Background: an optimization exercise with open tools, aiming at small area and a short achievable clock period. Do not read the settings as production practice. At most, simulation tests tie the RTL to the original design; equivalence was not proved. Only the layout flow was run in runs 6 to 8; the RTL was not checked for function there. Power figures rest on the tool's default switching activity, not on a simulated workload.

File: design/flow/design.v
module ALU(
    input  [31:0] X,
    input  [31:0] R,
    input  [1:0]  amt_hi,
    input  [4:0]  msh,
    input         mleft,
    input         fill,
    input         CIN,
    input  [3:0]  Op,
    output [31:0] Out,
    output        C, V
);
    wire add   = (Op[3:1] == 3'b000);
    wire fwd   = (Op[3:1] == 3'b001);
    wire rev   = (Op[3:1] == 3'b010);
    wire arith = add | fwd | rev;
    wire cin   = Op[0] ? (add ? CIN : (fwd | rev) & ~CIN) : (fwd | rev);
    wire sg    = (Op == 4'b0110) | (Op == 4'b0111) | (Op == 4'b1100);
    wire sp    = ~((Op == 4'b0110) | (Op == 4'b1100));
    wire [31:0] r3 = amt_hi[0] ? {R[7:0],   R[31:8]}   : R;
    wire [31:0] r4 = amt_hi[1] ? {r3[15:0], r3[31:16]} : r3;
    wire [31:0] lm = 32'hFFFF_FFFF << msh;    
    wire [31:0] keep;
    genvar j;
    generate for (j = 0; j < 32; j = j + 1) begin : g_keep
        assign keep[j] = mleft ? lm[j] : lm[31 - j];
    end endgenerate
    wire [31:0] Y = (r4 & keep) | ({32{fill}} & ~keep);
    wire [31:0] p  = X ^ Y;
    wire [31:0] g  = X & Y;
    wire [31:0] gk = g & {32{arith}};
    wire [31:0] G0 = {gk[31:1], gk[0] | (p[0] & cin)};
    wire [31:0] P0 = p;
    wire [31:0] G1, P1, G2, P2, G3, P3, G4, P4, G5, P5;
    genvar i;
    generate for (i = 0; i < 32; i = i + 1) begin : g_pf
        if (i & 1) begin
            assign G1[i] = G0[i] | (P0[i] & G0[i - 1]);
            assign P1[i] = P0[i] & P0[i - 1];
        end else begin
            assign G1[i] = G0[i]; assign P1[i] = P0[i];
        end
        if (i & 2) begin
            assign G2[i] = G1[i] | (P1[i] & G1[(i & ~1) - 1]);
            assign P2[i] = P1[i] & P1[(i & ~1) - 1];
        end else begin
            assign G2[i] = G1[i]; assign P2[i] = P1[i];
        end
        if (i & 4) begin
            assign G3[i] = G2[i] | (P2[i] & G2[(i & ~3) - 1]);
            assign P3[i] = P2[i] & P2[(i & ~3) - 1];
        end else begin
            assign G3[i] = G2[i]; assign P3[i] = P2[i];
        end
        if (i & 8) begin
            assign G4[i] = G3[i] | (P3[i] & G3[(i & ~7) - 1]);
            assign P4[i] = P3[i] & P3[(i & ~7) - 1];
        end else begin
            assign G4[i] = G3[i]; assign P4[i] = P3[i];
        end
        if (i & 16) begin
            assign G5[i] = G4[i] | (P4[i] & G4[(i & ~15) - 1]);
            assign P5[i] = P4[i] & P4[(i & ~15) - 1];
        end else begin
            assign G5[i] = G4[i]; assign P5[i] = P4[i];
        end
    end endgenerate
    wire [31:0] c    = {G5[30:0], cin};
    wire        cout = G5[31];
    wire        pall = P5[31];
    wire [31:0] L    = (g & {32{sg}}) | (p & {32{sp}});
    assign Out = L ^ c;
    assign C = add ? cout : fwd ? ~(cout | pall) : rev ? (cout & ~pall) : 1'b0;
    assign V = arith & (c[31] ^ cout);
endmodule
module ShifterSignExtender(
    input  [31:0] Rm,
    input  [11:0] I,
    input  [1:0]  AM,
    input         inv,       
    input         en,        
    output [31:0] R,         
    output [1:0]  amt_hi,    
    output [4:0]  msh,       
    output        mleft,     
    output        fill       
);
    wire        am_sh = AM[1] & AM[0];
    wire [4:0]  sh    = I[11:7];
    wire [1:0]  ty    = I[6:5];
    wire        lsl   = ~ty[1] & ~ty[0];
    wire        asr   = ty[1] & ~ty[0];
    wire [31:0] src;
    assign src[7:0]   = AM[0] ? Rm[7:0] : I[7:0];
    assign src[11:8]  = AM[0] ? Rm[11:8] : (I[11:8] & {4{AM[1]}});
    assign src[31:12] = Rm[31:12] & {20{AM[0]}};
    wire [31:0] s = (src & {32{en}}) ^ {32{inv}};
    wire [4:0] nsh = 5'd0 - sh;
    wire [4:0] amt;
    assign amt[0]   = am_sh & sh[0];
    assign amt[4:1] = am_sh ? (lsl ? nsh[4:1] : sh[4:1])
                            : (I[11:8] & {4{~AM[0] & ~AM[1]}});
    wire [31:0] r0 = amt[0] ? {s[0],     s[31:1]}   : s;
    wire [31:0] r1 = amt[1] ? {r0[1:0],  r0[31:2]}  : r0;
    assign R       = amt[2] ? {r1[3:0],  r1[31:4]}  : r1;
    assign amt_hi  = amt[4:3];
    wire masked = am_sh & (ty != 2'b11);
    assign msh   = sh & {5{masked}};
    assign mleft = lsl;
    assign fill  = en & ((am_sh & asr & Rm[31]) ^ inv);
endmodule
module ex_datapath(
    input  wire        CLK,
    input  wire [31:0] A,
    input  wire [31:0] Rm,
    input  wire [11:0] I,
    input  wire [1:0]  AM,
    input  wire        CIN,
    input  wire [3:0]  Op,
    output reg  [31:0] Out,
    output wire        Z,
    output wire        N,
    output reg         C,
    output reg         V
);
    wire rev  = (Op[3:1] == 3'b010);
    wire fwd  = (Op[3:1] == 3'b001);
    wire invA = rev | (Op == 4'b1001);
    wire enA  = ~((Op == 4'b1010) | (Op == 4'b1011) | (Op[3:2] == 2'b11 & Op[1:0] != 2'b00));
    wire invB = fwd | (Op == 4'b1011) | (Op == 4'b1100);
    wire enB  = ~((Op == 4'b1001) | (Op[3:2] == 2'b11 & Op[1:0] != 2'b00));
    wire [31:0] sh_r;
    wire [1:0]  sh_amt_hi;
    wire [4:0]  sh_msh;
    wire        sh_mleft, sh_fill;
    ShifterSignExtender shifter(.Rm(Rm), .I(I), .AM(AM), .inv(invB), .en(enB),
        .R(sh_r), .amt_hi(sh_amt_hi), .msh(sh_msh), .mleft(sh_mleft), .fill(sh_fill));
    reg [31:0] x_q, r_q;
    reg [1:0]  amt_q;
    reg [4:0]  msh_q;
    reg        mleft_q, fill_q, cin_q;
    reg [3:0]  op_q;
    always @(posedge CLK) begin
        x_q     <= (A & {32{enA}}) ^ {32{invA}};
        r_q     <= sh_r;
        amt_q   <= sh_amt_hi;
        msh_q   <= sh_msh;
        mleft_q <= sh_mleft;
        fill_q  <= sh_fill;
        cin_q   <= CIN;
        op_q    <= Op;
    end
    wire [31:0] alu_out;
    wire        alu_c, alu_v;
    ALU alu(.X(x_q), .R(r_q), .amt_hi(amt_q), .msh(msh_q), .mleft(mleft_q), .fill(fill_q),
            .CIN(cin_q), .Op(op_q), .Out(alu_out), .C(alu_c), .V(alu_v));
    always @(posedge CLK) begin
        Out <= alu_out;
        C   <= alu_c;
        V   <= alu_v;
    end
    assign Z = ~|Out;
    assign N = Out[31];
endmodule
File: design/flow/flow/run.sh
#!/bin/bash
set -euo pipefail
MARGIN=5.65
export BUFFER_PORTS_ARGS="-buffer_cell sky130_fd_sc_hd__buf_1"
sed "s|\"\${@:-finish}\"|SETUP_SLACK_MARGIN=${MARGIN} \"\${@:-finish}\"|" standard.sh > standard_margin.sh
grep -q "SETUP_SLACK_MARGIN=${MARGIN}" standard_margin.sh
bash standard_margin.sh > flow_make.log 2>&1
File: design/flow/standard.sh
#!/bin/bash
# synth_recipe.tcl (not shown) runs the flow's synth.tcl, then flattens the netlist and writes it again
# the make line also repeats each setting of config.mk as NAME=value (left out here)
make -C /OpenROAD-flow-scripts/flow DESIGN_CONFIG=/design/flow/config.mk WORK_HOME=/design/flow/orfs CLKGATE_MAP_FILE= SYNTH_SCRIPT=/design/flow/synth_recipe.tcl "${@:-finish}"
File: design/flow/config.mk
export PLATFORM = sky130hd
export DESIGN_NAME = ex_datapath
export DESIGN_NICKNAME = ex_datapath
export VERILOG_FILES = /design/flow/design.v
export SDC_FILE = /design/flow/constraint.sdc
export NUM_CORES = 4
export LEC_CHECK = 0
export CAP_MARGIN = 20
export CORE_MARGIN = 2
export CORE_UTILIZATION = 40
export CTS_BUF_LIST = sky130_fd_sc_hd__clkbuf_4 sky130_fd_sc_hd__clkbuf_8
export SLEW_MARGIN = 20
export TNS_END_PERCENT = 5
File: design/flow/constraint.sdc
create_clock -name core_clock -period 9.0 [get_ports {CLK}]
set_input_delay 1.8000 -clock core_clock [delete_from_list [all_inputs] [get_ports {CLK}]]
set_output_delay 1.8000 -clock core_clock [all_outputs]
set_load 0.01 [all_outputs]
==> results.cfg, run 1 <==
[clocking]
cts_made_buffers = 9
worstSkewPairLatency_ns = 0.40
cts_hold_buffers = 0
root_buffer = clkbuf_8
cts_tree = done
path_clk_slew_ns = 0.11
htree_levels = 3
cts_sinks = 112
ctsLongestPathBuffers = 2

[drt]
wl_per_cell_um = 18.2
wl_um = 24300
drc = 0
vias = 7488
firstDrtPassIters = 5
drt-initial-drc-count = 448
ant_nets = 0
post_drt_via_cell_ratio = 5.60

[power]
power_mw = 2.08
p_per_area_nw_per_um2 = 205
ir_drop_v = 0.0000695
leakage_nw = 3.89

[floorplan]
io_pins = 120
rows = 52
initial_core_util = 0.406
coreArea_sq_um = 20200
die_w_um = 147
die_h_um = 147
die-area_sq_um = 21600

[outcome]
status = complete, no violations

[logic_synthesis]
ys.flop_type = dfxtp_1
netlist_area_sq_um = 8190
synth-seq-cells = 112
netlist_top_cells_count = nand2_1 (146), dfxtp_1 (112), xnor2_1 (84), a21oi_1 (80), mux2i_1 (68)
seq_area_frac_synth = 0.274
yosysWarnings = 1
synth.area.top_cells = dfxtp_1 (27%), xnor2_1 (9.0%), mux2i_1 (8.3%)
ys_types = 64
synth_edf_count = 0
netlist_instances = 934
syn-num-nets = 1051
synth_top_area_share = 0.274
synth_async_sr_flop_share = 0
yosysMostFrequentCell = nand2_1
syn_avg_cell_area_sq_um = 8.77
synth_top_area_cell = dfxtp_1

[worst_setup_path]
critical_path.max_stage_delay_ns = 0.41
r2r_end = Out[27]
crit_path_start_kind = flip-flop
rrSetupSlack_ns = 5.69
crit_chain = buf_4, o21ai_2, nand2_1, a21oi_2, mux2_2, ha_4, a21oi_1, o21ai_0, a32oi_2, nand4_4, buf_4, a21oi_4, o21ai_1, xnor2_1
worstPathRequired_ns = 9.29
reg2regPathDepth = 14
arrival_ns = 3.60
r2r-start = msh_q[3]
crit_slowest_cell = dfxtp_4
end_kind = flip-flop
critPathBufInv = 2
setup.worst_path.class = reg -> reg
crit_fanout = 12
crit_top_cell = buf_4
critPathTopFamily = compound AO/OA/AOI/OAI gates

[sta]
finalCritPeriodShare = 0.368
clock-skew-final_ns = 0.0158
rsz0062_at_grt = yes
min_period_ns = 3.31
worst_slew_pin_slew_ns = 0.995
slew_violations = 0
fmax_mhz = 302
whs_ns = 0.638
setup_tns_ns = 0
hold_viol_final = 0
slew_headroom = 0.336
report.final.setup_viol = 0

[global_route]
grt_max_degree = 37
grt_use_met1 = 0.268
grt_pass1_wl_um = 34300
antenna_found_initial = 0
grt_pass1_vias = 6473
track_usage = 0.199
grt_util_met3 = 0.0295
top_usage_layer = met2
use_met2 = 0.325
grt_remaining_overflow = 0

[flow_run]
cap_violations = 0

[hold_path]
hp-class = reg -> reg
hp-start = x_q[1]
hold_depth = 2
min_to = Out[1]

[cells_and_area]
drive_gt1_frac = 0.234
antenna-diode-count = 0
final_nets = 1180
syn2layout_area_growth_pct = 23.9
utilization = 0.503

[placement]
hpwl_um = 16400
numPortBuffers = 119
finalWeightedCongestion = 0.918
[cells in the final DEF (no fill, tap or decap), types with 4 or more instances in the layout]
cell	synthesis	final
buf_4	6	51
dfxtp_4	0	7
mux4_2	30	30
inv_1	16	15
ha_4	0	18
a21oi_1	80	70
dfxtp_1	112	103
mux2_4	0	7
nor4_1	11	7
o21ai_2	1	4
a21oi_2	1	9
a31oi_1	6	4
clkbuf_16	0	5
nand3b_1	5	5
a22o_1	4	4
xor2_1	13	13
a22oi_1	37	37
o21ai_0	47	37
a21o_1	4	4
buf_1	9	115
mux2i_1	68	67
o21a_1	6	6
buf_6	2	4
ha_1	33	15
nand3_1	16	12
nor2_1	27	21
xnor2_1	84	82
o22ai_1	6	4
nor2_2	0	4
o21ai_1	2	9
and2_1	7	7
nand4_1	11	11
clkbuf_8	0	10
mux2_2	38	31
nand2_1	146	142
nor3_1	8	5
[flip-flops by register name, indices dropped and copies added, names as in the netlist]
register  count
fill_q        1
msh_q         5
r_q          32
V             1
x_q          32
Out          32
mleft_q       1
op_q          4
C             1
amt_q         2
cin_q         1
[worst max-delay path by stage]
stage,from,end,slack (ns),depth (start not counted)
floorplan,amt_q[0],Out[22],5.67,13
global placement,Op[3],r_q[7],4.68,9
detailed placement,Op[3],r_q[11],4.66,9
CTS,amt_q[0],C,5.57,11
global route,msh_q[1],Out[27],5.55,15
finish,msh_q[3],Out[27],5.69,14
[stage by stage]
stage | instances | setup slack, ns | instance area (sq um)
after floorplan | 934 | 5.67 | 8200
after global placement | 1267 | 4.68 | 8770
after detailed placement | 1267 | 4.66 | 8770
after CTS | 1293 | 5.57 | 9160
after global routing | 1338 | 5.55 | 10100
final | 1338 | 5.69 | 10100
[per-layer routing]
layer | vias to the layer above | routed length (um)
met4 | 0 | 962
met1 | 3508 | 10400
met5 | - | 0
met2 | 259 | 11700
li1 | 3658 | -
met3 | 63 | 1180
[cell type report]
cell class	count	area, sq um
repair buffers	182	1060
clock inverters	6	75.1
inverters	16	63.8
flip-flops and latches	112	2270
well taps	270	338
multi-input cells	741	6190
repair inverters	1	7.51
fillers	1918	10000
clock buffers	10	138
[power by group]
part           switching (mW)  leakage, nW  internal, mW
Sequential              0.112        0.946         0.629
Combinational           0.527         2.84         0.489
Clock                   0.179        0.105         0.140
[worst register-to-register path, stage by stage (launching register included)]
cell	delay, ns
dfxtp_4	0.41
buf_4	0.21
o21ai_2	0.20
nand2_1	0.10
a21oi_2	0.18
mux2_2	0.40
ha_4	0.25
a21oi_1	0.14
o21ai_0	0.20
a32oi_2	0.35
nand4_4	0.18
buf_4	0.19
a21oi_4	0.15
o21ai_1	0.10
xnor2_1	0.14
[cell families after synthesis]
family,after synthesis,share of synthesized area
adder cells (fa/ha/maj),33,0.0504
flip-flops,112,0.274
multiplexers,136,0.218
AND/OR/NAND/NOR,248,0.136
AO/OA/AOI/OAI,226,0.173
XOR/XNOR,97,0.104
buffers and inverters,82,0.0451
[repair_timing]
action | CTS | global route
gates resized for setup | 33 | 110
endpoints found under the hold margin | 0 | 0
setup endpoints to repair | 96 | 60
pin swaps | 6 | 21
setup buffers | 9 | 39
cloned | 1 | 6
==> run 2, diff against run 1 <==
==> design/flow/flow/run.sh (replaced) <==
#!/bin/bash
set -euo pipefail
MARGIN=5.5
export BUFFER_PORTS_ARGS="-buffer_cell sky130_fd_sc_hd__buf_1"
sed "s|\"\${@:-finish}\"|SETUP_SLACK_MARGIN=${MARGIN} \"\${@:-finish}\"|" standard.sh > standard_margin.sh
grep -q "SETUP_SLACK_MARGIN=${MARGIN}" standard_margin.sh
bash standard_margin.sh > flow_make.log 2>&1
--- a/design/flow/config.mk
+++ b/design/flow/config.mk
@@ -10,4 +10,3 @@
 export CORE_UTILIZATION = 40
 export CTS_BUF_LIST = sky130_fd_sc_hd__clkbuf_4 sky130_fd_sc_hd__clkbuf_8
 export SLEW_MARGIN = 20
-export TNS_END_PERCENT = 5
==> run 2 against run 1 <==
  * Still clean
  * Cell count shrank 3.0%
  * Maximum frequency decreased by 2.8%
  * Total power decreased by 8.6%
  * Register-to-register slack worse by 0.095 ns
  * Sequential power fell by 2%
  * Via count fell by 4.0%
  * Clock skew hardly changed
  * Combinational power down 13%
  * Non-clock buffer count decreased by 40
  * Core utilization shrank 4.3 points
  * First-iteration DRC count rose by 11%
==> results.cfg, run 2 <==
[flow_run]
cap_violations = 0

[clocking]
root_buffer = clkbuf_8
cts_made_buffers = 9
htree_levels = 3
cts_tree = done
cts_sinks = 112
path_clk_slew_ns = 0.11
ctsLongestPathBuffers = 2
worstSkewPairLatency_ns = 0.40

[global_route]
grt_max_degree = 37
antenna_found_initial = 0
grt_pass1_wl_um = 34300
grt_pass1_vias = 6427
track_usage = 0.200
grt_remaining_overflow = 0

[placement]
place_ws_ns = 4.72
hpwl_um = 16700
numPortBuffers = 119
finalWeightedCongestion = 0.917

[sta]
slew_violations = 0
worst_slew_pin_slew_ns = 1.01
slew_headroom = 0.325
hold_viol_final = 0
fmax_mhz = 294
worst_slack_ns = 5.60
setup_tns_ns = 0
rsz0062_at_grt = yes
clock-skew-final_ns = 0.0157
min_period_ns = 3.40
report.final.setup_viol = 0
finalCritPeriodShare = 0.378

[drt]
ant_nets = 0
drc = 0
firstDrtPassIters = 5
wl_per_cell_um = 17.3
wl_um = 22400
post_drt_via_cell_ratio = 5.54
vias = 7191
drt-initial-drc-count = 499

[worst_setup_path]
arrival_ns = 3.73
crit_top_cell = nand4_1
crit_path_start_kind = flip-flop
end_kind = flip-flop
crit_slowest_cell = dfxtp_4
crit_fanout = 9
crit_chain = or2_2, a31oi_1, o21a_1, mux2_2, ha_1, nand4_1, nor3_1, o211ai_1, nand4_4, nand4_1, a211o_1, a21oi_2
critical_path.max_stage_delay_ns = 0.40
setup.worst_path.class = reg -> reg
worstPathRequired_ns = 9.32

[logic_synthesis]
yosysMostFrequentCell = nand2_1
seq_area_frac_synth = 0.274
ys_types = 64
syn-num-nets = 1051
synth.area.top_cells = dfxtp_1 (27%), xnor2_1 (9.0%), mux2i_1 (8.3%)
netlist_instances = 934
synth_top_area_cell = dfxtp_1
netlist_top_cells_count = nand2_1 (146), dfxtp_1 (112), xnor2_1 (84), a21oi_1 (80), mux2i_1 (68)
synth-seq-cells = 112
synth_top_area_share = 0.274
syn_avg_cell_area_sq_um = 8.77
synth_edf_count = 0
yosysWarnings = 1
synth_async_sr_flop_share = 0
netlist_area_sq_um = 8190
ys.flop_type = dfxtp_1

[floorplan]
rows = 52
die_w_um = 147
initial_core_util = 0.406
io_pins = 120
coreArea_sq_um = 20200
die_h_um = 147
die-area_sq_um = 21600

[cells_and_area]
reg_top3 = Out: 32 flops, r_q: 32 flops, x_q: 32 flops
utilization = 0.460
syn2layout_area_growth_pct = 13.3
final_common_cell = nand2_1
final_nets = 1140
nFillCells = 2021
layout_common_cells = nand2_1 (144), buf_1 (116), dfxtp_1 (105)
antenna-diode-count = 0
drive_gt1_frac = 0.157

[outcome]
status = complete, no violations

[power]
p_per_area_nw_per_um2 = 204
leakage_nw = 3.60
ir_drop_v = 0.0000684

[hold_path]
hp-class = reg -> reg
==> run 2: metal layers <==
metal	share of wire	GRT usage	vias to the layer above
li1	-	-	3575
met1	0.45	0.272	3392
met2	0.48	0.328	193
met3	0.040	0.0233	31
met4	0.025	0.0712	0
met5	0	0	-
==> run 2: path summary, 6_finish.rpt <==
path                 start  endpoint  depth (start not counted)  slack (ns)
setup reg to reg  msh_q[1]         V                         12        5.60
setup / recovery  msh_q[1]         V                         12        5.60
hold / removal      x_q[0]    Out[0]                          2        0.66
hold reg to reg     x_q[0]    Out[0]                          2        0.66
==> run 2: stage by stage <==
step                power, mW  std cells  cell area, sq um  hold slack, ns
detailed placement       1.57       1266              8750           0.645
CTS                      1.88       1291              9090           0.668
global route             2.02       1298              9290           0.682
floorplan                1.33        934              8200           0.511
finish                   1.90       1298              9290           0.664
global placement         1.57       1266              8750           0.642
==> run 2: what timing repair did <==
| item | CTS | global route |
|---|---|---|
| pin swaps | 5 | 10 |
| cloned | 1 | 2 |
| hold buffers | 0 | 0 |
| gates resized for setup | 25 | 34 |
| setup buffers | 8 | 5 |
| endpoints found under the setup margin | 79 | 60 |
==> run 2: power by group <==
group          internal, mW  leakage (nW)  total, mW  switching, mW
sequential            0.628         0.945      0.727         0.0990
clock                 0.119        0.0920      0.288          0.169
combinational         0.399          2.56      0.883          0.484
==> run 2: kinds of logic (layout without fill, tap and decap cells) <==
kind of cell | count (synthesis) | count (layout) | share of synthesized area
DFF | 112 | 112 | 0.274
muxes | 136 | 136 | 0.218
buffers and inverters | 82 | 175 | 0.0451
AOI/OAI and AO/OA | 226 | 227 | 0.173
xor gates and xnor gates | 97 | 97 | 0.104
and+or+nand+nor | 248 | 248 | 0.136
adders and majority gates | 33 | 33 | 0.0504
==> run 2: layout make-up <==
cell class                      instances  area, sq um  share of cell area
Clock buffer                           12          159              0.0171
Clock inverter                          4         28.8             0.00310
Inverter                               16         63.8             0.00687
Multi-Input combinational cell        741         5760               0.620
Sequential cell                       112         2260               0.244
Tap cell                              270          338              0.0364
Timing Repair Buffer                  142          668              0.0720
Timing Repair inverter                  1         5.00            0.000539
==> run 2: critical path: cells and delay by family, from the launching register on <==
family,cells,cell delay (ns)
AND/OR/NAND/NOR,5,1.16
AO/OA/AOI/OAI,5,1.03
flip-flops,1,0.40
adder cells (fa/ha/maj),1,0.37
multiplexers,1,0.35
==> run 3, diff against run 2 <==
--- a/design/flow/config.mk
+++ b/design/flow/config.mk
@@ -7,6 +7,6 @@
 export LEC_CHECK = 0
 export CAP_MARGIN = 20
 export CORE_MARGIN = 2
-export CORE_UTILIZATION = 40
+export CORE_UTILIZATION = 65
 export CTS_BUF_LIST = sky130_fd_sc_hd__clkbuf_4 sky130_fd_sc_hd__clkbuf_8
 export SLEW_MARGIN = 20
==> run 3 against run 2 <==
  * Sequential share of layout area decreased by 0.079 points
  * Sequential power decreased by 2%
  * Sequential cell count unchanged
  * Critical endpoint is now r_q[7]
  * Routed wire length decreased by 2.2%
  * Synthesized cell count unchanged
  * Still clean
  * Cell area increased by 0.32%
  * Clock power increased by 5%
  * Worst setup slack got worse by 0.038 ns
  * Non-clock buffer count unchanged
  * Synthesized area unchanged
  * Maximum frequency decreased by 1.1%
==> results.cfg, run 3 <==
[global_route]
grt_pass1_wl_um = 33200
grt_max_degree = 35
grt_remaining_overflow = 0
track_usage = 0.315
grt_pass1_vias = 6550
antenna_found_initial = 0

[cells_and_area]
drive_gt1_frac = 0.178
syn2layout_area_growth_pct = 13.7
reg_top3 = Out: 32 flops, r_q: 32 flops, x_q: 32 flops
layout_common_cells = nand2_1 (143), buf_1 (115), dfxtp_1 (105)
nFillCells = 973
fin_cells = 1199
final_nets = 1139
final_common_cell = nand2_1
antenna-diode-count = 0

[logic_synthesis]
synth.area.top_cells = dfxtp_1 (27%), xnor2_1 (9.0%), mux2i_1 (8.3%)
synth_async_sr_flop_share = 0
yosysMostFrequentCell = nand2_1
ys.flop_type = dfxtp_1
synth_top_area_share = 0.274
synth-seq-cells = 112
netlist_instances = 934
synth_top_area_cell = dfxtp_1
synth_edf_count = 0
netlist_area_sq_um = 8190
seq_area_frac_synth = 0.274
netlist_top_cells_count = nand2_1 (146), dfxtp_1 (112), xnor2_1 (84), a21oi_1 (80), mux2i_1 (68)
ys_types = 64
yosysWarnings = 1
syn-num-nets = 1051
syn_avg_cell_area_sq_um = 8.77

[drt]
post_drt_via_cell_ratio = 6.24
drt-initial-drc-count = 727
ant_nets = 0
wl_per_cell_um = 18.3
drc = 0
firstDrtPassIters = 5
vias = 7476
wl_um = 21900

[placement]
numPortBuffers = 119
hpwl_um = 16100
finalWeightedCongestion = 0.991
place_ws_ns = 4.40
dp.cells = 1164

[floorplan]
die-area_sq_um = 13500
die_h_um = 116
initial_core_util = 0.657
io_pins = 120
rows = 41
die_w_um = 116
coreArea_sq_um = 12500

[sta]
worst_slack_ns = 5.56
slew_violations = 0
slew_headroom = 0.344
clock-skew-final_ns = 0.00912
rsz0062_at_grt = no
min_period_ns = 3.44
whs_ns = 0.670
hold_viol_final = 0
report.final.setup_viol = 0
finalCritPeriodShare = 0.383
setup_tns_ns = 0
fmax_mhz = 290
worst_slew_pin_slew_ns = 0.983

[clocking]
cts_tree = done
htree_levels = 3
cts_sinks = 112
ctsLongestPathBuffers = 2
path_clk_slew_ns = 0.09
cts_hold_buffers = 0
cts_made_buffers = 9
root_buffer = clkbuf_8
worstSkewPairLatency_ns = 0.39

[worst_setup_path]
crit_path_start_kind = input port
setup.worst_path.class = in -> reg
crit_fanout = 16
worstPathRequired_ns = 9.25
arrival_ns = 3.69
end_kind = flip-flop

[power]
p_per_area_nw_per_um2 = 207
ir_drop_v = 0.000105
leakage_nw = 3.64

[outcome]
status = complete, no violations

[flow_run]
cap_violations = 0

[hold_path]
hp-class = reg -> reg
==> run 3: cell counts after synthesis <==
Identical to the previous run, type by type.
==> run 3: worst paths after layout <==
| check | from | to | slack [ns] | depth (start not counted) |
|---|---|---|---|---|
| max | Op[1] | r_q[7] | 5.56 | 8 |
| min | x_q[8] | Out[8] | 0.67 | 2 |
| max reg2reg | msh_q[2] | V | 5.64 | 13 |
| min reg2reg | x_q[8] | Out[8] | 0.67 | 2 |
==> run 3: kinds of logic after synthesis <==
kind of cell / synth area share
buf+inv: 0.0451
compound gates: 0.173
mux: 0.218
flops: 0.274
simple gates: 0.136
xor+xnor: 0.104
fa+ha+maj: 0.0504
==> run 3: what timing repair did <==
item,in CTS,in global routing
setup endpoints to repair,92,47
gates cloned,1,1
setup buffers,5,11
pin swaps,4,10
gates resized for setup,40,46
==> run 3: layout make-up <==
cell class                 count  area, sq um  share of cell area
sequential                   112         2260               0.243
tap                          172          215              0.0231
clock inverter                 5         56.3             0.00604
multi-input combinational    741         5880               0.632
inverter                      16         63.8             0.00685
clock buffer                  11          145              0.0156
timing repair buffer         142          688              0.0739
==> run 3: where the power goes <==
group          switching, mW  internal [mW]  leakage (nW)
sequential            0.0879          0.628         0.945
combinational          0.501          0.408          2.59
clock                  0.163          0.139         0.103
==> run 3: layer usage <==
layer  GRT usage  vias up  part of all wire
met1       0.367     3469              0.39
met5           0        -                 0
met3      0.0488       90             0.068
li1            -     3565                 -
met4       0.177        0             0.062
met2       0.551      352              0.49
==> run 3: critical path, stage by stage <==
cell and delay, ns:
buf_2 0.18, mux2_2 0.49, a211oi_1 0.41, xnor2_1 0.16, mux2i_2 0.27, nor2_1 0.09, a21oi_1 0.17, o21ai_0 0.09
==> run 3: through the flow <==
step | power (mW) | cell area [sq um] | util
floorplan | 1.33 | 8200 | -
global placement | 1.54 | 8600 | 0.690
detailed placement | 1.56 | 8610 | 0.690
CTS | 1.88 | 9000 | 0.722
global route | 2.04 | 9320 | 0.747
finish | 1.93 | 9320 | 0.747
==> run 4, diff against run 3 <==
--- a/design/flow/config.mk
+++ b/design/flow/config.mk
@@ -7,6 +7,8 @@
 export LEC_CHECK = 0
 export CAP_MARGIN = 20
 export CORE_MARGIN = 2
-export CORE_UTILIZATION = 65
+export CORE_UTILIZATION = 40
 export CTS_BUF_LIST = sky130_fd_sc_hd__clkbuf_4 sky130_fd_sc_hd__clkbuf_8
+export CTS_CLUSTER_DIAMETER = 100
+export CTS_CLUSTER_SIZE = 40
 export SLEW_MARGIN = 20
==> run 4 against run 3 <==
  * Highest routed layer unchanged
  * Clock power down 5%
  * Sequential cell count unchanged
  * Still clean on timing, DRC and antenna
  * Maximum frequency up 1.1%
==> results.cfg, run 4 <==
[outcome]
status = complete, no violations

[sta]
finalCritPeriodShare = 0.378
whs_ns = 0.664
slew_violations = 0
fmax_mhz = 294
setup_tns_ns = 0
hold_viol_final = 0
slew_headroom = 0.325
worst_slew_pin_slew_ns = 1.01
min_period_ns = 3.40
rsz0062_at_grt = yes
report.final.setup_viol = 0
clock-skew-final_ns = 0.0157

[cells_and_area]
layout_common_cells = nand2_1 (144), buf_1 (116), dfxtp_1 (105)
stdcell_area_sq_um = 9290
final_common_cell = nand2_1
drive_gt1_frac = 0.157
antenna-diode-count = 0
utilization = 0.460
syn2layout_area_growth_pct = 13.3
reg_top3 = Out: 32 flops, r_q: 32 flops, x_q: 32 flops
final_nets = 1140

[floorplan]
rows = 52
die_h_um = 147
die-area_sq_um = 21600
io_pins = 120
coreArea_sq_um = 20200
die_w_um = 147
initial_core_util = 0.406

[logic_synthesis]
synth_async_sr_flop_share = 0
syn_avg_cell_area_sq_um = 8.77
netlist_area_sq_um = 8190
ys_types = 64
synth-seq-cells = 112
yosysMostFrequentCell = nand2_1
synth_edf_count = 0
yosysWarnings = 1
synth.area.top_cells = dfxtp_1 (27%), xnor2_1 (9.0%), mux2i_1 (8.3%)
seq_area_frac_synth = 0.274
synth_top_area_cell = dfxtp_1
synth_top_area_share = 0.274
syn-num-nets = 1051
netlist_instances = 934
ys.flop_type = dfxtp_1
netlist_top_cells_count = nand2_1 (146), dfxtp_1 (112), xnor2_1 (84), a21oi_1 (80), mux2i_1 (68)

[worst_setup_path]
worstPathRequired_ns = 9.32
setup.worst_path.class = reg -> reg
crit_chain = or2_2, a31oi_1, o21a_1, mux2_2, ha_1, nand4_1, nor3_1, o211ai_1, nand4_4, nand4_1, a211o_1, a21oi_2
crit_slowest_cell = dfxtp_4
end_kind = flip-flop
critical_path.max_stage_delay_ns = 0.40
crit_top_cell = nand4_1
crit_path_start_kind = flip-flop
critPathBufInv = 0
critPathTopFamily = simple AND/OR/NAND/NOR gates
crit_fanout = 9
arrival_ns = 3.73

[global_route]
antenna_found_initial = 0
grt_max_degree = 37
track_usage = 0.200
grt_pass1_vias = 6427
grt_pass1_wl_um = 34300
grt_remaining_overflow = 0

[clocking]
cts_hold_buffers = 0
root_buffer = clkbuf_8
cts_made_buffers = 9
htree_levels = 3
cts_sinks = 112
worstSkewPairLatency_ns = 0.40
cts_tree = done
ctsLongestPathBuffers = 2
path_clk_slew_ns = 0.11

[placement]
numPortBuffers = 119
place_area_sq_um = 8750
finalWeightedCongestion = 0.917
hpwl_um = 16700

[power]
leakage_nw = 3.60
p_per_area_nw_per_um2 = 204
ir_drop_v = 0.0000684

[flow_run]
cap_violations = 0

[drt]
post_drt_via_cell_ratio = 5.54
drc = 0
wl_per_cell_um = 17.3
vias = 7191
firstDrtPassIters = 5
drt-initial-drc-count = 499
ant_nets = 0
wl_um = 22400

[hold_path]
hp-class = reg -> reg
[run 4: final timing paths]
| kind | start | to | cells past startpoint | slack (ns) |
|---|---|---|---|---|
| max | msh_q[1] | V | 12 | 5.60 |
| min | x_q[0] | Out[0] | 2 | 0.66 |
| max reg2reg | msh_q[1] | V | 12 | 5.60 |
| min reg2reg | x_q[0] | Out[0] | 2 | 0.66 |
[run 4: layer usage]
layer,global-route usage,vias to the layer above,part of all wire
met5,0,-,0
met4,0.0712,0,0.025
met3,0.0233,31,0.040
met2,0.328,193,0.48
met1,0.272,3392,0.45
li1,-,3575,-
[run 4: kinds of logic (layout without fill, tap and decap cells)]
logic type,Yosys count,count (layout),synth area share
and+or+nand+nor,248,248,0.136
buffers and inverters,82,175,0.0451
AOI/OAI and AO/OA,226,227,0.173
adders and majority gates,33,33,0.0504
muxes,136,136,0.218
xor gates and xnor gates,97,97,0.104
DFF,112,112,0.274
[run 4: metrics by stage]
| step | setup WS [ns] | power [mW] | instances |
|---|---|---|---|
| 2_1_floorplan | 5.53 | 1.33 | 934 |
| 3_3_place_gp | 4.77 | 1.57 | 1266 |
| 3_5_place_dp | 4.72 | 1.57 | 1266 |
| 4_1_cts | 5.50 | 1.88 | 1291 |
| 5_1_grt | 5.46 | 2.02 | 1298 |
| 6_report | 5.60 | 1.90 | 1298 |
[run 4: layout make-up]
type	instances	area (sq um)
flip-flops and latches	112	2260
repair inverters	1	5.00
clock buffers	12	159
clock inverters	4	28.8
inverters	16	63.8
repair buffers	142	668
multi-input cells	741	5760
fillers	2021	10900
well taps	270	338
[run 4: power breakdown]
part / switching [mW] / internal [mW] / leakage (nW)
Sequential: 0.0990 / 0.628 / 0.945
Clock: 0.169 / 0.119 / 0.0920
Combinational: 0.484 / 0.399 / 2.56
[run 4: timing repair]
item,CTS,global route
endpoints found under the setup margin,79,60
resized for setup,25,34
gates cloned,1,2
buffers inserted,8,5
pin swaps,5,10
[run 4: tightest hold or removal path, delay by kind of cell (launching register included)]
kind / cells / cell delay (ns)
adders and majority gates: 1 / 0.19
AOI/OAI and AO/OA: 1 / 0.09
DFF: 1 / 0.34
==> run 5, diff against run 4 <==
==> design/flow/flow/run.sh (replaced) <==
#!/bin/bash
set -euo pipefail
MARGIN=5.6
export BUFFER_PORTS_ARGS="-buffer_cell sky130_fd_sc_hd__buf_1"
sed "s|\"\${@:-finish}\"|SETUP_SLACK_MARGIN=${MARGIN} \"\${@:-finish}\"|" standard.sh > standard_margin.sh
grep -q "SETUP_SLACK_MARGIN=${MARGIN}" standard_margin.sh
bash standard_margin.sh > flow_make.log 2>&1
==> design/flow/config.mk (replaced) <==
export PLATFORM = sky130hd
export DESIGN_NAME = ex_datapath
export DESIGN_NICKNAME = ex_datapath
export VERILOG_FILES = /design/flow/design.v
export SDC_FILE = /design/flow/constraint.sdc
export NUM_CORES = 4
export LEC_CHECK = 0
export CAP_MARGIN = 50
export CORE_MARGIN = 2
export CORE_UTILIZATION = 40
export CTS_BUF_LIST = sky130_fd_sc_hd__clkbuf_4 sky130_fd_sc_hd__clkbuf_8
export SLEW_MARGIN = 60
export TNS_END_PERCENT = 5
==> run 5 against run 4 <==
  * Synthesized area is the same
  * Sequential cell count unchanged
  * Global-route usage shrank 0.11 points
  * Sequential power is essentially flat
  * Register-to-register slack gained 0.06 ns
  * Synthesized cell count stayed put
  * Clock power up 11%
  * Total power increased by 4.1%
  * Via count increased by 1.1%
  * Worst setup slack better by 0.014 ns
  * Critical path depth shrank 5
  * Cell area rose by 3.9%
  * Critical path type is now in -> reg
  * Largest power group unchanged
  * Highest routed layer unchanged
==> results.cfg, run 5 <==
[global_route]
grt_max_degree = 37
grt_pass1_vias = 6431
grt_pass1_wl_um = 34000
track_usage = 0.199
antenna_found_initial = 0
grt_remaining_overflow = 0

[worst_setup_path]
rrSetupSlack_ns = 5.66
crit_path_start_kind = input port
r2r-start = mleft_q
crit_fanout = 23
crit_slowest_cell = a32o_4
r2r_end = V
crit_chain = buf_1, buf_4, inv_1, nor3_2, a32o_4, mux2i_1, mux2i_1
setup.worst_path.class = in -> reg
crit_top_cell = mux2i_1
end_kind = flip-flop
reg2regPathDepth = 13
arrival_ns = 3.66
critical_path.max_stage_delay_ns = 0.48
worstPathRequired_ns = 9.27

[floorplan]
die_h_um = 147
rows = 52
coreArea_sq_um = 20200
die_w_um = 147
initial_core_util = 0.406
io_pins = 120
die-area_sq_um = 21600

[clocking]
root_buffer = clkbuf_8
cts_made_buffers = 9
worstSkewPairLatency_ns = 0.41
cts_hold_buffers = 0
cts_tree = done
cts_sinks = 112
ctsLongestPathBuffers = 2
htree_levels = 3
path_clk_slew_ns = 0.11

[drt]
ant_nets = 0
firstDrtPassIters = 5
vias = 7272
drt-initial-drc-count = 407
wl_um = 22800
wl_per_cell_um = 17.4
post_drt_via_cell_ratio = 5.55
drc = 0

[power]
leakage_nw = 3.72
ir_drop_v = 0.0000738
p_per_area_nw_per_um2 = 205

[placement]
place_ws_ns = 4.88
finalWeightedCongestion = 0.918
numPortBuffers = 119
dp.cells = 1270
hpwl_um = 16600

[logic_synthesis]
synth_async_sr_flop_share = 0
synth_edf_count = 0
netlist_instances = 934
synthXorXnorAreaFrac = 0.104
ys_types = 64
seq_area_frac_synth = 0.274
synthAdderAreaFrac = 0.0504
netlist_area_sq_um = 8190
synth-simple-area-share = 0.136
syn_avg_cell_area_sq_um = 8.77
ys.flop_type = dfxtp_1
synth_top_area_share = 0.274
syn-num-nets = 1051
synth.area.mux_share = 0.218
synth_top_area_cell = dfxtp_1
netlist_top_cells_count = nand2_1 (146), dfxtp_1 (112), xnor2_1 (84), a21oi_1 (80), mux2i_1 (68)
yosysWarnings = 1
synth_top_family_by_area = multiplexers
yosysMostFrequentCell = nand2_1
synth-seq-cells = 112
synth-compound-area-share = 0.173
synth.area.top_cells = dfxtp_1 (27%), xnor2_1 (9.0%), mux2i_1 (8.3%)

[sta]
slew_violations = 0
worst_slew_pin_slew_ns = 0.505
worst_slack_ns = 5.61
report.final.setup_viol = 0
finalCritPeriodShare = 0.377
slew_headroom = 0.663
whs_ns = 0.657
fmax_mhz = 295
min_period_ns = 3.39
clock-skew-final_ns = 0.0192
hold_viol_final = 0
rsz0062_at_grt = yes
setup_tns_ns = 0

[hold_path]
hp-class = reg -> reg
hp-start = x_q[1]
hold_depth = 2
min_to = Out[1]

[cells_and_area]
final_common_cell = nand2_1
antenna-diode-count = 0
reg_top3 = Out: 32 flops, r_q: 32 flops, x_q: 32 flops
syn2layout_area_growth_pct = 17.8
utilization = 0.478
drive_gt1_frac = 0.193
final_nets = 1153
layout_common_cells = nand2_1 (143), buf_1 (116), dfxtp_1 (103)
fin_cells = 1311

[flow_run]
cap_violations = 0

[outcome]
status = complete, no violations
-- run 5: area by class of cell --
class | instances | area (sq um)
multi-input cells | 741 | 5950
clock buffers | 10 | 138
inverters | 16 | 63.8
repair inverters | 1 | 5.00
flip-flops and latches | 112 | 2270
repair buffers | 155 | 813
clock inverters | 6 | 75.1
fillers | 1990 | 10500
well taps | 270 | 338
-- run 5: worst max path at each step --
stage	start	to	slack, ns	cells past startpoint
global placement	Op[3]	r_q[7]	4.68	9
global route	msh_q[2]	Out[19]	5.53	13
detailed placement	Op[1]	r_q[22]	4.88	8
CTS	mleft_q	C	5.57	15
floorplan	amt_q[0]	Out[22]	5.67	13
finish	AM[0]	r_q[22]	5.61	7
-- run 5: cell families after synthesis --
kind of cell | Yosys count
buffers and inverters | 82
flip-flops | 112
multiplexers | 136
AND/OR/NAND/NOR | 248
XOR/XNOR | 97
adder cells (fa/ha/maj) | 33
AO/OA/AOI/OAI | 226
-- run 5: per-stage QoR --
step	total power [mW]	instance area [sq um]
finish	1.98	9650
global route	2.10	9650
CTS	1.91	9220
detailed placement	1.57	8830
global placement	1.57	8770
floorplan	1.33	8200
-- run 5: per-layer routing --
metal / vias up / track usage / wire length (um)
met1: 3392 / 0.269 / 10100
li1: 3595 / - / -
met2: 235 / 0.323 / 10800
met5: - / 0 / 0
met4: 0 / 0.0769 / 790
met3: 50 / 0.0270 / 1100
-- run 5: power by group --
group          switching (mW)  internal, mW
combinational           0.500         0.431
sequential             0.0981         0.629
clock                   0.179         0.140
total                   0.777          1.20
-- run 5: what timing repair did --
action,4_1_cts,5_1_grt
resized for setup,22,66
endpoints found under the hold margin,0,0
setup buffers,11,10
cloned,1,3
endpoints found under the setup margin,55,59
pin swaps,7,15
-- run 5: critical path: cells and delay by family --
| kind | cells | cell delay [ns] |
|---|---|---|
| AO/OA/AOI/OAI | 1 | 0.48 |
| buffers and inverters | 3 | 0.49 |
| multiplexers | 2 | 0.54 |
| AND/OR/NAND/NOR | 1 | 0.33 |
==> run 6, diff against run 5 <==
--- a/design/flow/design.v
+++ b/design/flow/design.v
@@ -19,10 +19,19 @@
     wire sp    = ~((Op == 4'b0110) | (Op == 4'b1100));
     wire [31:0] r3 = amt_hi[0] ? {R[7:0],   R[31:8]}   : R;
     wire [31:0] r4 = amt_hi[1] ? {r3[15:0], r3[31:16]} : r3;
-    wire [31:0] lm = 32'hFFFF_FFFF << msh;    
-    wire [31:0] keep;
+    wire [3:0] gt_hi, eq_hi;
+    wire [7:0] ge_lo;
+    wire [31:0] lm, keep;
     genvar j;
+    generate for (j = 0; j < 4; j = j + 1) begin : g_hi
+        assign gt_hi[j] = (j > msh[4:3]);
+        assign eq_hi[j] = (j == msh[4:3]);
+    end endgenerate
+    generate for (j = 0; j < 8; j = j + 1) begin : g_lo
+        assign ge_lo[j] = (j >= msh[2:0]);
+    end endgenerate
     generate for (j = 0; j < 32; j = j + 1) begin : g_keep
+        assign lm[j]   = gt_hi[j / 8] | (eq_hi[j / 8] & ge_lo[j % 8]);
         assign keep[j] = mleft ? lm[j] : lm[31 - j];
     end endgenerate
     wire [31:0] Y = (r4 & keep) | ({32{fill}} & ~keep);
@@ -95,10 +104,15 @@
     assign src[11:8]  = AM[0] ? Rm[11:8] : (I[11:8] & {4{AM[1]}});
     assign src[31:12] = Rm[31:12] & {20{AM[0]}};
     wire [31:0] s = (src & {32{en}}) ^ {32{inv}};
-    wire [4:0] nsh = 5'd0 - sh;
+    wire [4:0] flip;
+    assign flip[0] = 1'b0;
+    assign flip[1] = sh[0];
+    assign flip[2] = sh[0] | sh[1];
+    assign flip[3] = sh[0] | sh[1] | sh[2];
+    assign flip[4] = sh[0] | sh[1] | sh[2] | sh[3];
     wire [4:0] amt;
     assign amt[0]   = am_sh & sh[0];
-    assign amt[4:1] = am_sh ? (lsl ? nsh[4:1] : sh[4:1])
+    assign amt[4:1] = am_sh ? (sh[4:1] ^ (flip[4:1] & {4{lsl}}))
                             : (I[11:8] & {4{~AM[0] & ~AM[1]}});
     wire [31:0] r0 = amt[0] ? {s[0],     s[31:1]}   : s;
     wire [31:0] r1 = amt[1] ? {r0[1:0],  r0[31:2]}  : r0;
==> design/flow/flow/run.sh (replaced) <==
#!/bin/bash
set -euo pipefail
MARGIN=5.5
export BUFFER_PORTS_ARGS="-buffer_cell sky130_fd_sc_hd__buf_1"
sed "s|\"\${@:-finish}\"|SETUP_SLACK_MARGIN=${MARGIN} \"\${@:-finish}\"|" standard.sh > standard_margin.sh
grep -q "SETUP_SLACK_MARGIN=${MARGIN}" standard_margin.sh
bash standard_margin.sh > flow_make.log 2>&1
--- a/design/flow/config.mk
+++ b/design/flow/config.mk
@@ -5,9 +5,9 @@
 export SDC_FILE = /design/flow/constraint.sdc
 export NUM_CORES = 4
 export LEC_CHECK = 0
-export CAP_MARGIN = 50
+export CAP_MARGIN = 20
 export CORE_MARGIN = 2
 export CORE_UTILIZATION = 40
 export CTS_BUF_LIST = sky130_fd_sc_hd__clkbuf_4 sky130_fd_sc_hd__clkbuf_8
-export SLEW_MARGIN = 60
+export SLEW_MARGIN = 20
 export TNS_END_PERCENT = 5
==> run 6 against run 5 <==
  * Still clean on timing, DRC and antenna
  * Critical path depth up 4
  * Count of clock-buffer cells in the layout rose by 4
  * Cell count decreased by 0.31%
  * Worst setup slack got worse by 0.10 ns
  * Total power down 2.8%
  * Sequential share of layout area rose by 0.084 points
  * First-iteration DRC count is 24% higher
  * Clock power decreased by about 10%
  * Via count up 0.51%
  * Largest cell class unchanged
==> results.cfg, run 6 <==
[cells_and_area]
drive_gt1_frac = 0.186
final_common_cell = nand2_1
antenna-diode-count = 0
multi_input_area_sq_um = 5950
syn2layout_area_growth_pct = 16.1
final_nets = 1148
regArea_sq_um = 2270
nFillCells = 2001
layout_common_cells = nand2_1 (122), buf_1 (117), dfxtp_1 (103)
reg_top3 = Out: 32 flops, r_q: 32 flops, x_q: 32 flops

[placement]
hpwl_um = 17000
place_ws_ns = 4.80
finalWeightedCongestion = 0.882
numPortBuffers = 119

[logic_synthesis]
synth.area.top_cells = dfxtp_1 (27%), mux4_2 (8.7%), xnor2_1 (7.2%)
synth_top_family_by_area = multiplexers
synth-simple-area-share = 0.146
synthAdderAreaFrac = 0.0484
synth_top_area_cell = dfxtp_1
synthXorXnorAreaFrac = 0.0996
yosysWarnings = 1
netlist_instances = 933
ys.flop_type = dfxtp_1
seq_area_frac_synth = 0.271
netlist_top_cells_count = nand2_1 (123), dfxtp_1 (112), a21oi_1 (82), xnor2_1 (68), mux2i_1 (55)
syn-num-nets = 1049
syn_avg_cell_area_sq_um = 8.86
synth_async_sr_flop_share = 0
yosysMostFrequentCell = nand2_1
netlist_area_sq_um = 8270
synth-seq-cells = 112
synth-compound-area-share = 0.194
synth.area.mux_share = 0.200
ys_types = 75
synth_edf_count = 0
synth_top_area_share = 0.271

[floorplan]
die-area_sq_um = 21800
die_w_um = 148
initial_core_util = 0.409
coreArea_sq_um = 20200
rows = 52
die_h_um = 148
io_pins = 120

[sta]
min_period_ns = 3.49
worst_slew_pin_slew_ns = 1.02
report.final.setup_viol = 0
rsz0062_at_grt = yes
fmax_mhz = 286
clock-skew-final_ns = 0.0133
hold_viol_final = 0
slew_violations = 0
slew_headroom = 0.320
worst_slack_ns = 5.51
finalCritPeriodShare = 0.388
setup_tns_ns = 0

[clocking]
path_clk_slew_ns = 0.10
cts_tree = done
root_buffer = clkbuf_8
ctsLongestPathBuffers = 2
cts_sinks = 112
htree_levels = 3
worstSkewPairLatency_ns = 0.40
cts_made_buffers = 9

[outcome]
status = complete, no violations

[power]
ir_drop_v = 0.0000742
power_frac_clock = 0.149
p_per_area_nw_per_um2 = 200
p_sw_uw = 756
share_comb_of_total_power = 0.476
seqPwrFrac = 0.375
swShare = 0.394
leakage_nw = 3.79
internal_power_mw = 1.16

[worst_setup_path]
arrival_ns = 3.79
critical_path.max_stage_delay_ns = 0.55
startpoint = amt_q[0]
r2r-start = amt_q[0]
critPathTopFamily = compound AO/OA/AOI/OAI gates
end_kind = flip-flop
worstPathRequired_ns = 9.29
crit_fanout = 16
crit_path_start_kind = flip-flop
setup.worst_path.class = reg -> reg
critPathBufInv = 1
crit_chain = buf_12, mux4_2, mux2_2, ha_1, and2_4, a221o_1, a21oi_2, o22a_4, nand2_4, or4_1, o211a_1
crit_slowest_cell = mux4_2

[global_route]
antenna_found_initial = 0
grt_remaining_overflow = 0
track_usage = 0.206
grt_pass1_vias = 6909
grt_max_degree = 34
grt_pass1_wl_um = 35800

[drt]
post_drt_via_cell_ratio = 5.59
firstDrtPassIters = 5
drc = 0
wl_um = 22800
vias = 7309
wl_per_cell_um = 17.5
ant_nets = 0
drt-initial-drc-count = 505

[flow_run]
cap_violations = 0

[hold_path]
hp-start = x_q[1]
hp-class = reg -> reg
-- run 6: cell count changes in the layout (fill, tap and decap cells not counted), moves of 6 or more --
| cell | change |
|---|---|
| xnor2_1 | -12 |
| o21ai_0 | -12 |
| inv_1 | -9 |
| nand4_1 | -6 |
| nor2_1 | +25 |
| xor2_1 | +13 |
| nand2_1 | -21 |
| mux2i_1 | -13 |
| a22oi_1 | -6 |
-- run 6: worst paths after layout --
kind / end / slack (ns) / cells past startpoint
worst max-delay path: Out[23] / 5.51 / 11
worst min-delay path: Out[1] / 0.65 / 2
worst max register to register: Out[23] / 5.51 / 11
worst min register to register: Out[1] / 0.65 / 2
-- run 6: final cells by class --
type	instances	area share
clock buffer	14	0.0175
clock inverter	2	0.00156
inverter	7	0.00313
multi-input combinational	745	0.619
sequential	112	0.236
tap	270	0.0352
timing repair buffer	157	0.0873
-- run 6: logic make-up (layout without fill, tap and decap cells) --
logic type | count (synthesis) | after routing
xor+xnor | 94 | 94
compound gates | 238 | 238
fa+ha+maj | 32 | 32
flops | 112 | 112
simple gates | 260 | 260
buf+inv | 76 | 180
mux | 121 | 121
-- run 6: tightest hold or removal path: stages, from the launching register on --
cell and delay, ns:
dfxtp_1 0.33, ha_1 0.18, mux2i_1 0.09
-- run 6: per-stage QoR --
step	util	total power, mW	hold slack, ns	std cells	cell area (sq um)
final	0.475	1.92	0.646	1307	9600
after global routing	0.475	2.05	0.696	1307	9600
after CTS	0.461	1.89	0.650	1294	9330
after detailed placement	0.438	1.58	0.633	1265	8870
after global placement	0.438	1.57	0.618	1265	8870
after floorplan	-	1.34	0.575	933	8300
-- run 6: per-layer routing --
layer	vias up	wire, um	global-route usage
met3	28	1090	0.0333
li1	3615	-	-
met5	-	0	0
met1	3446	10100	0.265
met4	0	452	0.0625
met2	220	11200	0.357
-- run 6: what timing repair did --
action	4_1_cts	5_1_grt
endpoints found under the setup margin	61	37
setup buffers	11	13
resized for setup	37	40
endpoints found under the hold margin	0	0
gates cloned	2	0
hold buffers	0	0
pin swaps	4	9
-- run 6: power groups by stage --
stage	clock network [mW]	registers, mW	logic, mW
4_1_cts	0.293	0.718	0.874
3_3_place_gp	0	0.725	0.848
6_report	0.286	0.721	0.914
2_1_floorplan	0	0.732	0.607
5_1_grt	0.316	0.736	0.998
3_5_place_dp	0	0.730	0.848
==> run 7, diff against run 6 <==
--- a/design/flow/design.v
+++ b/design/flow/design.v
@@ -11,12 +11,14 @@
     output        C, V
 );
     wire add   = (Op[3:1] == 3'b000);
-    wire fwd   = (Op[3:1] == 3'b001);
-    wire rev   = (Op[3:1] == 3'b010);
-    wire arith = add | fwd | rev;
-    wire cin   = Op[0] ? (add ? CIN : (fwd | rev) & ~CIN) : (fwd | rev);
-    wire sg    = (Op == 4'b0110) | (Op == 4'b0111) | (Op == 4'b1100);
-    wire sp    = ~((Op == 4'b0110) | (Op == 4'b1100));
+    wire fsub  = (Op[3:1] == 3'b001);
+    wire rsub  = (Op[3:1] == 3'b010);
+    wire arith = add | fsub | rsub;
+    wire cin   = rsub ? ~(Op[0] & CIN) : (add | fsub) & Op[0] & CIN;
+    wire vg = fsub | (Op == 4'b0110) | (Op == 4'b0111);
+    wire vp = add | rsub | (Op == 4'b0111) | (Op == 4'b1000) | (Op == 4'b1010);
+    wire vk = fsub | (Op == 4'b1001) | (Op == 4'b1011) | (Op == 4'b1100);
+    wire wg = vg ^ vk, wp = vp ^ vk;
     wire [31:0] r3 = amt_hi[0] ? {R[7:0],   R[31:8]}   : R;
     wire [31:0] r4 = amt_hi[1] ? {r3[15:0], r3[31:16]} : r3;
     wire [3:0] gt_hi, eq_hi;
@@ -77,16 +79,15 @@
     wire [31:0] c    = {G5[30:0], cin};
     wire        cout = G5[31];
     wire        pall = P5[31];
-    wire [31:0] L    = (g & {32{sg}}) | (p & {32{sp}});
+    wire [31:0] L    = {32{vk}} ^ ((g & {32{wg}}) | (p & {32{wp}}));
     assign Out = L ^ c;
-    assign C = add ? cout : fwd ? ~(cout | pall) : rev ? (cout & ~pall) : 1'b0;
+    assign C = add ? cout : (fsub | rsub) & cout & ~pall;
     assign V = arith & (c[31] ^ cout);
 endmodule
 module ShifterSignExtender(
     input  [31:0] Rm,
     input  [11:0] I,
     input  [1:0]  AM,
-    input         inv,       
     input         en,        
     output [31:0] R,         
     output [1:0]  amt_hi,    
@@ -103,7 +104,7 @@
     assign src[7:0]   = AM[0] ? Rm[7:0] : I[7:0];
     assign src[11:8]  = AM[0] ? Rm[11:8] : (I[11:8] & {4{AM[1]}});
     assign src[31:12] = Rm[31:12] & {20{AM[0]}};
-    wire [31:0] s = (src & {32{en}}) ^ {32{inv}};
+    wire [31:0] s = src & {32{en}};
     wire [4:0] flip;
     assign flip[0] = 1'b0;
     assign flip[1] = sh[0];
@@ -121,7 +122,7 @@
     wire masked = am_sh & (ty != 2'b11);
     assign msh   = sh & {5{masked}};
     assign mleft = lsl;
-    assign fill  = en & ((am_sh & asr & Rm[31]) ^ inv);
+    assign fill  = en & am_sh & asr & Rm[31];
 endmodule
 module ex_datapath(
     input  wire        CLK,
@@ -137,17 +138,14 @@
     output reg         C,
     output reg         V
 );
-    wire rev  = (Op[3:1] == 3'b010);
-    wire fwd  = (Op[3:1] == 3'b001);
-    wire invA = rev | (Op == 4'b1001);
-    wire enA  = ~((Op == 4'b1010) | (Op == 4'b1011) | (Op[3:2] == 2'b11 & Op[1:0] != 2'b00));
-    wire invB = fwd | (Op == 4'b1011) | (Op == 4'b1100);
-    wire enB  = ~((Op == 4'b1001) | (Op[3:2] == 2'b11 & Op[1:0] != 2'b00));
+    wire invA = (Op[3:1] == 3'b001) | (Op[3:1] == 3'b010) | (Op == 4'b1100);
+    wire zA   = (Op[3:1] == 3'b101) | (Op[3:2] == 2'b11 & Op[1:0] != 2'b00);
+    wire enB  = (Op != 4'b1001);
     wire [31:0] sh_r;
     wire [1:0]  sh_amt_hi;
     wire [4:0]  sh_msh;
     wire        sh_mleft, sh_fill;
-    ShifterSignExtender shifter(.Rm(Rm), .I(I), .AM(AM), .inv(invB), .en(enB),
+    ShifterSignExtender shifter(.Rm(Rm), .I(I), .AM(AM), .en(enB),
         .R(sh_r), .amt_hi(sh_amt_hi), .msh(sh_msh), .mleft(sh_mleft), .fill(sh_fill));
     reg [31:0] x_q, r_q;
     reg [1:0]  amt_q;
@@ -155,7 +153,7 @@
     reg        mleft_q, fill_q, cin_q;
     reg [3:0]  op_q;
     always @(posedge CLK) begin
-        x_q     <= (A & {32{enA}}) ^ {32{invA}};
+        x_q     <= (A & {32{~zA}}) ^ {32{invA}};
         r_q     <= sh_r;
         amt_q   <= sh_amt_hi;
         msh_q   <= sh_msh;
==> run 7 against run 6 <==
  * Still clean
  * Count of clock-buffer cells in the layout fell by 5
  * Critical path depth up 2
  * Clock power rose by 17%
  * Sequential share of layout area up 0.38 points
  * Die area rose by 0.20%
  * Register-to-register slack barely moved
  * Critical path type unchanged
  * Largest power group unchanged
==> results.cfg, run 7 <==
[outcome]
status = complete, no violations

[sta]
worst_slew_pin_slew_ns = 1.06
report.final.setup_viol = 0
slew_headroom = 0.294
min_period_ns = 3.48
slew_violations = 0
worst_slack_ns = 5.52
setup_tns_ns = 0
rsz0062_at_grt = yes
fmax_mhz = 287
hold_viol_final = 0
finalCritPeriodShare = 0.387
clock-skew-final_ns = 0.00686

[placement]
place_ws_ns = 4.04
finalWeightedCongestion = 0.891
place_area_sq_um = 8870
hpwl_um = 17700
numPortBuffers = 119

[cells_and_area]
nFillCells = 2025
regArea_sq_um = 2260
layout_common_cells = nand2_1 (134), buf_1 (116), dfxtp_1 (106)
antenna-diode-count = 0
multi_input_area_sq_um = 5870
stdcell_area_sq_um = 9430
drive_gt1_frac = 0.151
final_nets = 1167
final_common_cell = nand2_1
reg_top3 = Out: 32 flops, r_q: 32 flops, x_q: 32 flops
syn2layout_area_growth_pct = 13.9

[drt]
firstDrtPassIters = 6
wl_per_cell_um = 17.8
ant_nets = 0
drt-initial-drc-count = 513
post_drt_via_cell_ratio = 5.72
drc = 0
vias = 7580
wl_um = 23700

[worst_setup_path]
critPathTopFamily = compound AO/OA/AOI/OAI gates
crit_top_cell = a21oi_1
crit_cells = 13
crit_slowest_cell = dfxtp_4
crit_fanout = 13
crit_chain = and2_4, nand2_1, or2_2, a21oi_1, mux2_2, ha_1, a21oi_2, nor3_1, a21oi_1, o31ai_2, a211o_1, a32oi_1, xnor2_1
startpoint = msh_q[4]
critical_path.max_stage_delay_ns = 0.45
worstPathRequired_ns = 9.33
arrival_ns = 3.81
critPathBufInv = 0
crit_path_start_kind = flip-flop
r2r-start = msh_q[4]
reg2regPathDepth = 13
setup.worst_path.class = reg -> reg
end_kind = flip-flop

[clocking]
cts_sinks = 112
cts_hold_buffers = 0
ctsLongestPathBuffers = 2
htree_levels = 3
root_buffer = clkbuf_8
worstSkewPairLatency_ns = 0.40
path_clk_slew_ns = 0.10
cts_tree = done
cts_made_buffers = 9

[logic_synthesis]
netlist_area_sq_um = 8290
synth_edf_count = 0
seq_area_frac_synth = 0.271
synth-seq-cells = 112
yosysMostFrequentCell = nand2_1
yosysWarnings = 1
ys_types = 67
syn_avg_cell_area_sq_um = 8.59
ys.flop_type = dfxtp_1
synth.area.top_cells = dfxtp_1 (27%), mux4_2 (8.7%), nand2_1 (6.1%)
synth_async_sr_flop_share = 0
synth_top_area_share = 0.271
netlist_instances = 965
syn-num-nets = 1081
synth_top_area_cell = dfxtp_1
netlist_top_cells_count = nand2_1 (134), dfxtp_1 (112), a21oi_1 (80), nor2_1 (54), o21ai_0 (52)

[power]
p_per_area_nw_per_um2 = 190
ir_drop_v = 0.0000952
leakage_nw = 3.75
power_mw = 1.79

[global_route]
grt_remaining_overflow = 0
grt_pass1_vias = 6877
grt_pass1_wl_um = 36900
grt_max_degree = 35
track_usage = 0.212
antenna_found_initial = 0

[floorplan]
die-area_sq_um = 21900
die_w_um = 148
io_pins = 120
rows = 52
initial_core_util = 0.408
coreArea_sq_um = 20300
die_h_um = 148

[hold_path]
hp-start = x_q[18]
hold_depth = 3
hp-class = reg -> reg

[flow_run]
cap_violations = 0
run 7: routing by layer:
| metal | vias to the layer above | share of wire | global-route usage |
|---|---|---|---|
| met5 | - | 0 | 0 |
| met4 | 0 | 0.023 | 0.0729 |
| met3 | 35 | 0.045 | 0.0287 |
| met2 | 213 | 0.48 | 0.355 |
| met1 | 3591 | 0.45 | 0.283 |
| li1 | 3741 | - | - |
run 7: area by class of cell:
type / count / share of cell area
flip-flops and latches: 112 / 0.240
well taps: 270 / 0.0358
multi-input cells: 773 / 0.622
repair buffers: 144 / 0.0733
clock buffers: 9 / 0.0131
clock inverters: 7 / 0.0107
inverters: 11 / 0.00477
run 7: cells by family (layout without fill, tap and decap cells):
family                   count (synthesis)  in the layout  share of synthesized area
AO/OA/AOI/OAI                          283            283                      0.225
adder cells (fa/ha/maj)                 32             32                     0.0483
XOR/XNOR                                85             85                     0.0899
AND/OR/NAND/NOR                        266            267                      0.143
multiplexers                           106            106                      0.181
flip-flops                             112            112                      0.271
buffers and inverters                   81            171                     0.0423
run 7: worst paths after layout:
check / endpoint / slack, ns
min: Out[19] / 0.76
min reg2reg: Out[19] / 0.76
max: Out[14] / 5.52
max reg2reg: Out[14] / 5.52
run 7: stage by stage:
| step | cells | util | hold slack [ns] |
|---|---|---|---|
| after floorplan | 965 | - | 0.661 |
| after global placement | 1294 | 0.436 | 0.732 |
| after detailed placement | 1295 | 0.437 | 0.724 |
| after CTS | 1316 | 0.455 | 0.759 |
| after global routing | 1326 | 0.465 | 0.799 |
| final | 1326 | 0.465 | 0.760 |
run 7: worst min-delay path: cells and delay by family, from the launching register on:
kind | cells | cell delay (ns)
adder cells (fa/ha/maj) | 1 | 0.19
XOR/XNOR | 1 | 0.12
AO/OA/AOI/OAI | 1 | 0.09
flip-flops | 1 | 0.33
run 7: where the power goes:
group	leakage [nW]	switching, mW	total, mW	internal, mW
registers	0.944	0.0721	0.679	0.607
clock network	0.112	0.175	0.335	0.160
logic	2.69	0.433	0.777	0.343
run 7: repair_timing:
action | in CTS | in global routing
gates cloned | 1 | 0
pin swaps | 1 | 3
endpoints found under the hold margin | 0 | 0
gates resized for setup | 27 | 33
endpoints found under the setup margin | 60 | 57
setup buffers | 4 | 10
==> run 8, diff against run 7 <==
==> design/flow/flow/run.sh (replaced) <==
#!/bin/bash
set -euo pipefail
MARGIN=5.75
export BUFFER_PORTS_ARGS="-buffer_cell sky130_fd_sc_hd__buf_1"
sed "s|\"\${@:-finish}\"|SETUP_SLACK_MARGIN=${MARGIN} \"\${@:-finish}\"|" standard.sh > standard_margin.sh
grep -q "SETUP_SLACK_MARGIN=${MARGIN}" standard_margin.sh
bash standard_margin.sh > flow_make.log 2>&1
==> run 8 against run 7 <==
  * Still clean on timing, DRC and antenna
  * Critical path depth down 8
  * Synthesized cell count stayed put
  * First-iteration DRC count grew 20%
  * Synthesized area stayed put
  * Die area unchanged
  * Clock power is 11% lower
  * Routed wire length up 7.8%
  * Largest cell class unchanged
==> results.cfg, run 8 <==
[power]
ir_drop_v = 0.0000681
leakage_nw = 3.89

[cells_and_area]
layout_common_cells = nand2_1 (131), buf_1 (114), dfxtp_1 (103)
drive_gt1_frac = 0.220
final_nets = 1186
reg_top3 = Out: 32 flops, r_q: 32 flops, x_q: 32 flops
antenna-diode-count = 0
syn2layout_area_growth_pct = 22.2
fin_cells = 1345

[drt]
ant_nets = 0
drt-initial-drc-count = 616
post_drt_via_cell_ratio = 5.82
vias = 7825
wl_per_cell_um = 19.0
drc = 0
firstDrtPassIters = 5

[logic_synthesis]
synth_top_area_cell = dfxtp_1
synth-seq-cells = 112
netlist_area_sq_um = 8290
synth.area.top_cells = dfxtp_1 (27%), mux4_2 (8.7%), nand2_1 (6.1%)
synth_async_sr_flop_share = 0
synth_edf_count = 0
netlist_instances = 965
synth_top_area_share = 0.271
netlist_top_cells_count = nand2_1 (134), dfxtp_1 (112), a21oi_1 (80), nor2_1 (54), o21ai_0 (52)
seq_area_frac_synth = 0.271
yosysMostFrequentCell = nand2_1
ys_types = 67
syn_avg_cell_area_sq_um = 8.59

[floorplan]
io_pins = 120
die_h_um = 148
die_w_um = 148
coreArea_sq_um = 20300

[outcome]
status = complete, no violations

[sta]
report.final.setup_viol = 0
clock-skew-final_ns = 0.00653
rsz0062_at_grt = yes
hold_viol_final = 0
slew_violations = 0
min_period_ns = 3.29
setup_tns_ns = 0
fmax_mhz = 304
slew_headroom = 0.297
finalCritPeriodShare = 0.365

[worst_setup_path]
rrSetupSlack_ns = 5.71
r2r_end = Out[29]
r2r-start = op_q[2]
arrival_ns = 3.61
setup.worst_path.class = reg -> reg
crit_fanout = 20
crit_chain = clkinv_1, o21ai_1, a221oi_1, a21oi_1, xnor2_1
worstPathRequired_ns = 9.32
crit_slowest_cell = o21ai_1
crit_path_start_kind = flip-flop
reg2regPathDepth = 5
critical_path.max_stage_delay_ns = 1.03

[global_route]
grt_pass1_wl_um = 38900
antenna_found_initial = 0
grt_max_degree = 33
grt_pass1_vias = 7130

[clocking]
cts_tree = done
ctsLongestPathBuffers = 2
cts_made_buffers = 9
worstSkewPairLatency_ns = 0.40
path_clk_slew_ns = 0.10

[placement]
numPortBuffers = 119
finalWeightedCongestion = 0.889
hpwl_um = 17700

[hold_path]
min_to = Out[11]
hp-class = reg -> reg

[flow_run]
cap_violations = 0
[run 8: per-stage QoR]
| stage | power (mW) | util | worst slack [ns] | instance area, sq um | hold slack, ns |
|---|---|---|---|---|---|
| after floorplan | 1.23 | - | 5.71 | 8360 | 0.661 |
| after global placement | 1.43 | 0.437 | 4.13 | 8880 | 0.739 |
| after detailed placement | 1.43 | 0.437 | 4.00 | 8880 | 0.744 |
| after CTS | 1.79 | 0.474 | 5.68 | 9610 | 0.761 |
| after global routing | 1.98 | 0.499 | 5.60 | 10100 | 0.775 |
| final | 1.87 | 0.499 | 5.71 | 10100 | 0.738 |
[run 8: worst max path at each step]
stage	slack, ns	start	end
final	5.71	op_q[2]	Out[29]
after global routing	5.60	msh_q[3]	Out[22]
after CTS	5.68	mleft_q	Out[22]
after detailed placement	4.00	AM[0]	r_q[26]
after global placement	4.13	AM[0]	r_q[26]
after floorplan	5.71	AM[0]	r_q[21]
[run 8: where the power goes]
| part | internal [mW] | leakage, nW | switching [mW] |
|---|---|---|---|
| Clock | 0.124 | 0.0971 | 0.173 |
| Sequential | 0.608 | 0.944 | 0.0894 |
| Combinational | 0.406 | 2.85 | 0.467 |
| Total | 1.14 | 3.89 | 0.729 |
[run 8: cell type report]
| type | instances | area [sq um] |
|---|---|---|
| fill | 1973 | 10200 |
| clock buffer | 13 | 166 |
| tap | 270 | 338 |
| sequential | 112 | 2270 |
| clock inverter | 3 | 25.0 |
| multi-input combinational | 774 | 6390 |
| inverter | 11 | 45.0 |
| timing repair buffer | 162 | 890 |
[run 8: per-layer routing]
layer,vias to the layer above,routed length [um],GRT usage
met4,0,685,0.0724
met5,-,0,0
met1,3717,11200,0.296
li1,3777,-,-
met2,286,12300,0.384
met3,45,1310,0.0296
[run 8: cells by family (layout without fill, tap and decap cells)]
| logic type | after synthesis | count (layout) | share of synthesized area |
|---|---|---|---|
| xor+xnor | 85 | 85 | 0.0899 |
| fa+ha+maj | 32 | 32 | 0.0483 |
| mux | 106 | 106 | 0.181 |
| flops | 112 | 112 | 0.271 |
| compound gates | 283 | 284 | 0.225 |
| simple gates | 266 | 267 | 0.143 |
| buf+inv | 81 | 189 | 0.0423 |
[run 8: critical path: cells and delay by family (launching register included)]
kind	cells	cell delay, ns
XOR/XNOR	1	0.16
AO/OA/AOI/OAI	3	1.54
buffers and inverters	1	0.70
flip-flops	1	0.81
[run 8: repair_timing]
item / in CTS / in global routing
hold buffers: 0 / 0
buffers inserted: 17 / 16
endpoints found under the setup margin: 65 / 67
gates cloned: 3 / 1
pin swaps: 13 / 22
gates resized for setup: 78 / 65

Check on run 8: ideal ports give 5.712 ns setup slack; a clkbuf_16 on the clock port and buf_2 on the inputs give 5.703 ns; moving port delays by the midpoint clock arrival (0.438 ns) as well gives 5.342 ns.
